What follows belongs to an exercise in optimizing a design on an open flow for small area; a production flow would make more cautious choices.
Where RTL was checked, it was by simulation tests only, not by an equivalence proof against the original.
No activity file was given, so power comes from the tool's default toggle rates.

## run 1
// lcd_top
module lcd_top(
  input clk,
  input rst,
  input PS2_CLK,
  input PS2_DATA,
  output [7:4] DB,
  output LCD_E,
  output LCD_RS,
  output LCD_RW,
  output [7:0] LED
  );
  wire busy;
  wire en;
  wire [6:0] code;
  snaptest LD1 (
    .clk(clk),
    .rst(rst),
    .busy(busy),
    .PS2_CLK(PS2_CLK),
    .PS2_DATA(PS2_DATA),
    .en(en),
    .entry(code),
    .LED(LED)
    );
  lcd_controller LC1 (
    .clk(clk),
    .rst(rst),
    .en(en),
    .code(code),
    .DB(DB),
    .LCD_E(LCD_E),
    .LCD_RS(LCD_RS),
    .LCD_RW(LCD_RW),
    .busy(busy)
    );
endmodule
export LEC_CHECK = 0
export ABC_AREA = 1
export CAP_MARGIN = 20
export CORE_MARGIN = 2
export CORE_UTILIZATION = 60
export GPL_ROUTABILITY_DRIVEN = 0
export GPL_TIMING_DRIVEN = 0
export SLEW_MARGIN = 20
create_clock -name core_clock -period 20.0 [get_ports {clk}]
standard.sh (not shown) runs the stock make flow with config.mk's settings and CLKGATE_MAP_FILE= SYNTH_SCRIPT=/design/flow/synth_recipe.tcl, a recipe that flattens the netlist after the stock synthesis.
==> flow/flow/run.sh <==
#!/bin/bash
# Layout flow: the standard synthesis, then the combinational logic of the
# synthesized netlist is mapped again with a stronger ABC script (registers
# are kept as they are), then the standard layout steps.
set -euo pipefail
W=$PWD
FD=$W/flow
R=$W/orfs/results/$FLOW_PLATFORM/lcd_top/base
LIB=$FLOW_HOME/platforms/$FLOW_PLATFORM/lib/sky130_fd_sc_hd__tt_025C_1v80.lib
YOSYS=$FLOW_HOME/../tools/install/yosys/bin/yosys
[ -x "$YOSYS" ] || YOSYS=yosys

# 1. standard synthesis
bash standard.sh synth > $W/flow_synth.log 2>&1

# 2. remap the combinational logic
cp $R/1_2_yosys.v $W/synth_standard.v
SEQ=$(grep -o "sky130_fd_sc_hd__[a-z0-9_]*" $W/synth_standard.v | sort -u | grep -E "__(df|edf|sdf|dl|conb)" | tr '\n' ' ')
sed "s#@LIB@#$LIB#g; s#@SEQ@#$SEQ#g; s#@IN@#$W/synth_standard.v#g; s#@OUT@#$W/synth_remapped.v#g; s#@ABC@#$FD/remap.abc#g" \
  $FD/remap.ys > $W/remap.ys
ok=0
if $YOSYS -s $W/remap.ys > $W/yosys_remap.log 2>&1; then
  sed "s#@LIB@#$LIB#g; s#@GOLD@#$W/synth_standard.v#g; s#@GATE@#$W/synth_remapped.v#g" $FD/equiv.ys > $W/equiv.ys
  if $YOSYS -s $W/equiv.ys > $W/yosys_equiv.log 2>&1; then ok=1; fi
fi
if [ $ok = 1 ]; then
  cp $W/synth_remapped.v $R/1_2_yosys.v
  rm -f $R/1_synth.odb $R/1_synth.sdc
  echo "remapped netlist in use" > $W/remap_status.txt
else
  echo "remap failed; standard netlist in use" > $W/remap_status.txt
fi

# 3. standard layout steps
bash standard.sh "BUFFER_PORTS_ARGS=-buffer_cell sky130_fd_sc_hd__buf_1" \
  "CTS_ARGS=$(cat $FD/cts_args.txt)" finish > $W/flow_layout.log 2>&1
==> flow/flow/cts_args.txt <==
-sink_clustering_enable -repair_clock_nets -dont_use_dummy_load -sink_clustering_size 16 -sink_clustering_max_diameter 80 -buf_list sky130_fd_sc_hd__clkbuf_8
==> flow/flow/equiv.ys <==
read_liberty -ignore_miss_func @LIB@
read_verilog -sv @GOLD@
rename lcd_top gold
read_verilog -sv @GATE@
rename lcd_top gate
flatten gold gate
opt_clean
async2sync
equiv_make gold gate eq
hierarchy -top eq
equiv_simple -seq 2
equiv_induct
equiv_status -assert
==> flow/flow/remap.abc <==
strash; &get -n; &deepsyn -T 20; &dch -f; &nf -a -R 1000; &put; topo
==> flow/flow/remap.ys <==
read_liberty -ignore_miss_func @LIB@
blackbox @SEQ@
read_verilog -sv @IN@
hierarchy -top lcd_top
flatten
opt_clean
abc -liberty @LIB@ -dont_use *lpflow* -dont_use *probe* -script @ABC@
opt_clean -purge
stat -liberty @LIB@
write_verilog -noattr -noexpr -nohex -nodec @OUT@
Run 1: full flow OK, the timing, design-rule and antenna checks passed
[inputs] run 2 vs run 1
--- a/flow/config.mk
+++ b/flow/config.mk
@@ -9 +9 @@
-export CAP_MARGIN = 20
+export CAP_MARGIN = 0
@@ -14 +14 @@
-export SLEW_MARGIN = 20
+export SLEW_MARGIN = 0
==> comparison <==
Per the comparison of run 2 with run 1, first-pass GRT wire length went down by about 1.1%; combinational power has decreased; number of detailed-routing iterations run before antenna repair decreased 2; detail-routed via count per cell lost 0.072; final critical-path setup slack grew by 0.022 ns.
Run 2 against run 1; via count is down slightly.
Cell count (run 2 over run 1): decrease, 0.50%
Cmp run 2 vs run 1: number of global-route vias before repair lower in run 2
Run 1 -> run 2: power consumption flat
Run 2 ends up with lower design area than run 1 does.
Area growth from synthesis to final layout was higher in run 1 than in run 2.
### run 2 -> run 3
--- a/flow/config.mk
+++ b/flow/config.mk
@@ -12,2 +11,0 @@
-export GPL_ROUTABILITY_DRIVEN = 0
-export GPL_TIMING_DRIVEN = 0
Findings:
For the final design area excluding fillers, run 3 came in 0.75% lower than run 2 did.
Diff run 2 -> run 3: buffer count excluding the clock tree in the final layout moved down, final critical-path required period moved down.
No run of this note included a check of the RTL's function; only the layout flow was run.


Another version of the RTL of lcd_top (not shown whole).
Size in the first run: about 1,000 cells after synthesis, ~19 I/O pins, ~11,000 um2 of cells after synthesis.
## lcd_top
module lcd_top(
  input clk,
  input rst,
  input PS2_CLK,
  input PS2_DATA,
  output [7:4] DB,
  output LCD_E,
  output LCD_RS,
  output LCD_RW,
  output [7:0] LED
  );
  wire busy;
  wire en;
  wire [6:0] code;
  snaptest LD1 (
    .clk(clk),
    .rst(rst),
    .busy(busy),
    .PS2_CLK(PS2_CLK),
    .PS2_DATA(PS2_DATA),
    .en(en),
    .entry(code),
    .LED(LED)
    );
  lcd_controller LC1 (
    .clk(clk),
    .rst(rst),
    .en(en),
    .code(code),
    .DB(DB),
    .LCD_E(LCD_E),
    .LCD_RS(LCD_RS),
    .LCD_RW(LCD_RW),
    .busy(busy)
    );
endmodule
==> flow/config.mk <==
export PLATFORM = sky130hd
export DESIGN_NAME = lcd_top
export DESIGN_NICKNAME = lcd_top
export VERILOG_FILES = /design/flow/design.v
export SDC_FILE = /design/flow/constraint.sdc
export NUM_CORES = 4
export LEC_CHECK = 0
export ABC_AREA = 1
export CAP_MARGIN = 0
export CORE_MARGIN = 2
export CORE_UTILIZATION = 60
export SLEW_MARGIN = 0
==> flow/constraint.sdc <==
create_clock -name core_clock -period 20.0 [get_ports {clk}]
set_input_delay 4.0000 -clock core_clock [delete_from_list [all_inputs] [get_ports {clk}]]
set_output_delay 4.0000 -clock core_clock [all_outputs]
set_load 0.01 [all_outputs]
==> flow/flow/cts_args.txt <==
-sink_clustering_enable -repair_clock_nets -dont_use_dummy_load -sink_clustering_size 16 -sink_clustering_max_diameter 80 -buf_list {sky130_fd_sc_hd__clkbuf_4 sky130_fd_sc_hd__clkbuf_8}
Scripts as last shown in full above: flow/flow/run.sh, flow/flow/equiv.ys, flow/flow/remap.abc, flow/flow/remap.ys
==> next run, changes <==
==> flow/flow/cts_args.txt (replaced) <==
-sink_clustering_enable -repair_clock_nets -dont_use_dummy_load -sink_clustering_size 16 -sink_clustering_max_diameter 80 -buf_list sky130_fd_sc_hd__clkbuf_8
==> flow/flow/remap.abc (replaced) <==
strash; &get -n; &deepsyn -I 2 -T 100; &dch -f; &nf -a -R 1000; &put; topo
What happened:
- wire length barely changes
- cell area is about the same
- power stays flat
- clock-buffer cell count does not change
==> next run, changes <==
==> flow/flow/cts_args.txt (replaced) <==
-sink_clustering_enable -repair_clock_nets -dont_use_dummy_load -sink_clustering_size 20 -sink_clustering_max_diameter 90 -buf_list sky130_fd_sc_hd__clkbuf_8
==> flow/flow/remap.abc (replaced) <==
strash; &get -n; &deepsyn -T 20; &dch -f; &nf -a -R 1000; &put; topo
The changed run finished with timing, DRC and antenna clean.
Clock skew stays flat.
Total power shrinks by 1.9%.
Clock power shrinks by 7.5%.
Maximum frequency shrinks by 7.3%.
Critical path depth grows by 3.
Global-route usage shrinks by 0.11 points.
Cell count grows by 1.1%.
Non-clock buffer count does not change.
Routed wire length hardly moves.
Register-to-register slack gets better by 400 ps.


== red ==
Another version of the RTL of lcd_top (not shown whole).
Size: about 330 flip-flops, about 19 I/O pins, ~0.016 mm2 of cells after synthesis.
## lcd_top
module lcd_top(
  input clk,
  input rst,
  input PS2_CLK,
  input PS2_DATA,
  output [7:4] DB,
  output LCD_E,
  output LCD_RS,
  output LCD_RW,
  output [7:0] LED
  );
clock: 20.0 ns
lec_check: 0
abc_area: 1
cap_margin: 20
core_margin: 2
core_utilization: 40
cts_buf_list: sky130_fd_sc_hd__clkbuf_4
slew_margin: 20
run.sh (not shown) runs the stock make flow with config.mk's settings and CLKGATE_MAP_FILE= SYNTH_SCRIPT=/design/flow/synth_recipe.tcl, a recipe that flattens the netlist after the stock synthesis.
Stock flow here: none of the scripts above is used.
red | status: complete | timing, DRC, antenna: pass
diff inputs: red => blue
- removing CTS_BUF_LIST (formerly sky130_fd_sc_hd__clkbuf_4)
- changing CORE_UTILIZATION from 40 to 60
==> flow/flow/run.sh (new file) <==
#!/bin/bash
# Layout flow: the standard synthesis, then the combinational logic of the
# synthesized netlist is mapped again with a stronger ABC script (registers
# are kept as they are), then the standard layout steps.
set -euo pipefail
W=$PWD
FD=$W/flow
R=$W/orfs/results/$FLOW_PLATFORM/lcd_top/base
LIB=$FLOW_HOME/platforms/$FLOW_PLATFORM/lib/sky130_fd_sc_hd__tt_025C_1v80.lib
YOSYS=$FLOW_HOME/../tools/install/yosys/bin/yosys
[ -x "$YOSYS" ] || YOSYS=yosys

# 1. standard synthesis
bash standard.sh synth > $W/flow_synth.log 2>&1

# 2. remap the combinational logic
cp $R/1_2_yosys.v $W/synth_standard.v
SEQ=$(grep -o "sky130_fd_sc_hd__[a-z0-9_]*" $W/synth_standard.v | sort -u | grep -E "__(df|edf|sdf|dl|conb)" | tr '\n' ' ')
sed "s#@LIB@#$LIB#g; s#@SEQ@#$SEQ#g; s#@IN@#$W/synth_standard.v#g; s#@OUT@#$W/synth_remapped.v#g; s#@ABC@#$FD/remap.abc#g" \
  $FD/remap.ys > $W/remap.ys
ok=0
if $YOSYS -s $W/remap.ys > $W/yosys_remap.log 2>&1; then
  sed "s#@LIB@#$LIB#g; s#@GOLD@#$W/synth_standard.v#g; s#@GATE@#$W/synth_remapped.v#g" $FD/equiv.ys > $W/equiv.ys
  if $YOSYS -s $W/equiv.ys > $W/yosys_equiv.log 2>&1; then ok=1; fi
fi
if [ $ok = 1 ]; then
  cp $W/synth_remapped.v $R/1_2_yosys.v
  rm -f $R/1_synth.odb $R/1_synth.sdc
  echo "remapped netlist in use" > $W/remap_status.txt
else
  echo "remap failed; standard netlist in use" > $W/remap_status.txt
fi

# 3. standard layout steps
bash standard.sh "BUFFER_PORTS_ARGS=-buffer_cell sky130_fd_sc_hd__buf_1" \
  "CTS_ARGS=$(cat $FD/cts_args.txt)" finish > $W/flow_layout.log 2>&1
==> flow/flow/cts_args.txt (new file) <==
-sink_clustering_enable -repair_clock_nets -dont_use_dummy_load -sink_clustering_size 16 -sink_clustering_max_diameter 80 -buf_list sky130_fd_sc_hd__clkbuf_8
==> flow/flow/equiv.ys (new file) <==
read_liberty -ignore_miss_func @LIB@
read_verilog -sv @GOLD@
rename lcd_top gold
read_verilog -sv @GATE@
rename lcd_top gate
flatten gold gate
opt_clean
async2sync
equiv_make gold gate eq
hierarchy -top eq
equiv_simple -seq 2
equiv_induct
equiv_status -assert
==> flow/flow/remap.abc (new file) <==
strash; &get -n; &deepsyn -T 20; &dch -f; &nf -a -R 1000; &put; topo
==> flow/flow/remap.ys (new file) <==
read_liberty -ignore_miss_func @LIB@
blackbox @SEQ@
read_verilog -sv @IN@
hierarchy -top lcd_top
flatten
opt_clean
abc -liberty @LIB@ -dont_use *lpflow* -dont_use *probe* -script @ABC@
opt_clean -purge
stat -liberty @LIB@
write_verilog -noattr -noexpr -nohex -nodec @OUT@
==> flow/standard.sh (new file) <==
#!/bin/bash
# synth_recipe.tcl (not shown) runs the flow's synth.tcl, then flattens the netlist and writes it again
# the make line also repeats each setting of config.mk as NAME=value (left out here)
make -C /OpenROAD-flow-scripts/flow DESIGN_CONFIG=/design/flow/config.mk WORK_HOME=/design/flow/orfs CLKGATE_MAP_FILE= SYNTH_SCRIPT=/design/flow/synth_recipe.tcl "${@:-finish}"
removed: flow/run.sh
Results
blue completed end to end with timing, DRC and antenna clean. blue has H-tree level count below what red had. Summary of blue over red: total of clock buffers placed in the layout now smaller, number of global-route vias before repair saw a decrease, time the worst path needs with I/O delays and setup has decreased, global-route usage over all layers has increased, met1 layer usage reported by global route picked up an extra 13 points. As of blue, number of nets at the end of the flow had fallen by more than a quarter compared to red. In the flow results for blue and red, the worst hold slack is larger on blue. blue vs red, number of cell instances on the worst register-to-register path went down by 8. Area of the core region (red / blue): 1.7.
Relative to blue, the following input files were edited for green:
- setting CTS_BUF_LIST to sky130_fd_sc_hd__clkbuf_2 sky130_fd_sc_hd__clkbuf_4 for the first time
- setting CTS_CLUSTER_SIZE to 30 for the first time
==> flow/run.sh (new file) <==
#!/bin/bash
# synth_recipe.tcl (not shown) runs the flow's synth.tcl, then flattens the netlist and writes it again
# the make line also repeats each setting of config.mk as NAME=value (left out here)
make -C /OpenROAD-flow-scripts/flow DESIGN_CONFIG=/design/flow/config.mk WORK_HOME=/design/flow/orfs CLKGATE_MAP_FILE= SYNTH_SCRIPT=/design/flow/synth_recipe.tcl finish
removed: flow/flow/run.sh
removed: flow/flow/cts_args.txt
removed: flow/flow/equiv.ys
removed: flow/flow/remap.abc
removed: flow/flow/remap.ys
removed: flow/standard.sh
Findings:
green: flow completed, timing, DRC and antenna clean. Looking at the reports, blue completed the entire flow and the layout it produced met the timing, design-rule and antenna checks. Compare green and blue | transition at the pin with the smallest max-transition slack higher: blue. Final-layout worst hold slack sits higher in green than in blue. Going from blue to green, number of standard cells in the layout, taps in and fillers out grows by about 50%. Comparing green and blue, global routing met1 resource utilization is higher on green. Starting density of the core, green and blue: lower on blue. Against blue, green reports a number of signal-net inverters in the final layout that is higher. green falls short of blue in clock power. Total routing resource utilization after global routing sits higher in green than in blue. Compared with blue, green degrades final area.
The inputs of orange differ from those of green as listed below.
- swapping 30 for 10 in CTS_CLUSTER_SIZE
- putting CTS_CLUSTER_DIAMETER at 60 where nothing was set
- swapping sky130_fd_sc_hd__clkbuf_2 sky130_fd_sc_hd__clkbuf_4 for sky130_fd_sc_hd__clkbuf_4 in CTS_BUF_LIST
==> comparison <==
- The run showing the greater total net switching power is green.
- The worst slack on hold paths in orange sits 0.0089 ns above the value recorded for green.
- Cell area | orange vs green | orange smaller
--- input diff orange..purple ---
- CTS_CLUSTER_SIZE now 16, was 10
- CTS_CLUSTER_DIAMETER now 80, was 60
- CTS_BUF_LIST now sky130_fd_sc_hd__clkbuf_8, was sky130_fd_sc_hd__clkbuf_4
## What came out
Higher global-route usage among orange and purple: orange
Switching power of the nets (purple over orange): decrease, 1.8%
Re clock network latency to the later pin of the worst-skew pair: purple is 0.08 ns down on orange.
Areal power density over the cells: purple vs orange down about 2.8%
The worst hold path stage count was comparable across orange and purple.
In purple the multi-input gate share of the layout cell area turned out 0.16 points higher than in orange.
purple: register fraction of the total cell area higher than orange
NOTE count of clock-buffer cells in the layout orange->purple decreased by more than half


Setup of the previous run:
Another version of the RTL of lcd_top (not shown whole).
export LEC_CHECK = 0
export ABC_AREA = 1
export CAP_MARGIN = 0
export CORE_MARGIN = 2
export CORE_UTILIZATION = 60
export SLEW_MARGIN = 0
create_clock -name core_clock -period 20.0 [get_ports {clk}]
standard.sh (not shown) runs the stock make flow with config.mk's settings and CLKGATE_MAP_FILE= SYNTH_SCRIPT=/design/flow/synth_recipe.tcl, a recipe that flattens the netlist after the stock synthesis.
==> flow/flow/run.sh <==
#!/bin/bash
# Layout flow: the standard synthesis, then the combinational logic of the
# synthesized netlist is mapped again with a stronger ABC script (registers
# are kept as they are), then the standard layout steps.
set -euo pipefail
W=$PWD
FD=$W/flow
R=$W/orfs/results/$FLOW_PLATFORM/lcd_top/base
LIB=$FLOW_HOME/platforms/$FLOW_PLATFORM/lib/sky130_fd_sc_hd__tt_025C_1v80.lib
YOSYS=$FLOW_HOME/../tools/install/yosys/bin/yosys
[ -x "$YOSYS" ] || YOSYS=yosys

# 1. standard synthesis
bash standard.sh synth > $W/flow_synth.log 2>&1

# 2. remap the combinational logic
cp $R/1_2_yosys.v $W/synth_standard.v
SEQ=$(grep -o "sky130_fd_sc_hd__[a-z0-9_]*" $W/synth_standard.v | sort -u | grep -E "__(df|edf|sdf|dl|conb)" | tr '\n' ' ')
sed "s#@LIB@#$LIB#g; s#@SEQ@#$SEQ#g; s#@IN@#$W/synth_standard.v#g; s#@OUT@#$W/synth_remapped.v#g; s#@ABC@#$FD/remap.abc#g" \
  $FD/remap.ys > $W/remap.ys
ok=0
if $YOSYS -s $W/remap.ys > $W/yosys_remap.log 2>&1; then
  sed "s#@LIB@#$LIB#g; s#@GOLD@#$W/synth_standard.v#g; s#@GATE@#$W/synth_remapped.v#g" $FD/equiv.ys > $W/equiv.ys
  if $YOSYS -s $W/equiv.ys > $W/yosys_equiv.log 2>&1; then ok=1; fi
fi
if [ $ok = 1 ]; then
  cp $W/synth_remapped.v $R/1_2_yosys.v
  rm -f $R/1_synth.odb $R/1_synth.sdc
  echo "remapped netlist in use" > $W/remap_status.txt
else
  echo "remap failed; standard netlist in use" > $W/remap_status.txt
fi

# 3. standard layout steps
bash standard.sh "BUFFER_PORTS_ARGS=-buffer_cell sky130_fd_sc_hd__buf_1" \
  "CTS_ARGS=$(cat $FD/cts_args.txt)" finish > $W/flow_layout.log 2>&1
==> flow/flow/cts_args.txt <==
-sink_clustering_enable -repair_clock_nets -dont_use_dummy_load -sink_clustering_size 18 -sink_clustering_max_diameter 90 -buf_list sky130_fd_sc_hd__clkbuf_8
==> flow/flow/equiv.ys <==
read_liberty -ignore_miss_func @LIB@
read_verilog -sv @GOLD@
rename lcd_top gold
read_verilog -sv @GATE@
rename lcd_top gate
flatten gold gate
opt_clean
async2sync
equiv_make gold gate eq
hierarchy -top eq
equiv_simple -seq 2
equiv_induct
equiv_status -assert
==> flow/flow/remap.abc <==
strash; &get -n; &deepsyn -I 2 -T 100; &dch -f; &nf -a -R 1000; &put; topo
==> flow/flow/remap.ys <==
read_liberty -ignore_miss_func @LIB@
blackbox @SEQ@
read_verilog -sv @IN@
hierarchy -top lcd_top
flatten
opt_clean
abc -liberty @LIB@ -dont_use *lpflow* -dont_use *probe* -script @ABC@
opt_clean -purge
stat -liberty @LIB@
write_verilog -noattr -noexpr -nohex -nodec @OUT@
Changes in the current run relative to the previous run:
==> flow/flow/remap.abc <==
strash; &get -n; &deepsyn -T 20; &put; dch -f; amap; strash; dch -f; amap; topo
All of the current run and the previous run finish clean. The current run vs. the previous run: routed wire length +1400 um; multi-input logic cell count lost 21; number of clock buffers in the layout moved down. The previous run ended up with DB[4] as its capture point of the worst path; the current run ended up with DB[7].

==> port drivers added, routing unchanged <==
How much do the figures lean on ideal ports? The routed layouts below were timed once more, with nothing changed but the port constraints. Step 1 sets driving cells, clkbuf_16 on the clock port and buf_2 on the other inputs (assumed; they add their load-dependent delay and slew). Step 2 times the ports against the registers' clock, not the clock port: input delays grow and output delays shrink by t, the midpoint of the rising clock arrivals with the driver on. Three values: no drivers, after step 1, after step 2; two values: the first two.
| run | shift t [ns] | slack for setup (ns) | hold WS [ns] |
|---|---|---|---|
| run 1 | 0.594 | 13.340 / 13.297 / 13.891 | 0.446 / 0.446 / 0.446 |
| run 2 | 0.598 | 13.362 / 13.318 / 13.916 | 0.399 / 0.399 / 0.399 |
| run 3 | 0.598 | 13.378 / 13.335 / 13.933 | 0.446 / 0.446 / 0.446 |
| the first run of note 2 | 0.583 | 13.085 / 13.041 / 13.624 | 0.319 / 0.319 / 0.319 |
| the second run of note 2 | 0.579 | 13.568 / 13.529 / 14.107 | 0.318 / 0.318 / 0.318 |
| the third run of note 2 | 0.574 | 13.063 / 13.023 / 13.596 | 0.308 / 0.308 / 0.308 |
| red | 0.802 | 12.102 / 12.050 / 12.853 | 0.351 / 0.351 / 0.351 |
| blue | 0.582 | 13.554 / 13.511 / 14.093 | 0.393 / 0.393 / 0.393 |
| green | 0.709 | 12.253 / 12.208 / 12.917 | 0.407 / 0.407 / 0.407 |
| orange | 0.684 | 12.230 / 12.189 / 12.874 | 0.415 / 0.415 / 0.415 |
| purple | 0.621 | 12.294 / 12.250 / 12.871 | 0.412 / 0.412 / 0.412 |
| the previous run | 0.564 | 13.560 / 13.520 / 14.084 | 0.324 / 0.324 / 0.324 |
| the current run | 0.569 | 12.572 / 12.533 / 13.102 | 0.323 / 0.323 / 0.323 |
After both steps setup and hold are still met in every run listed.
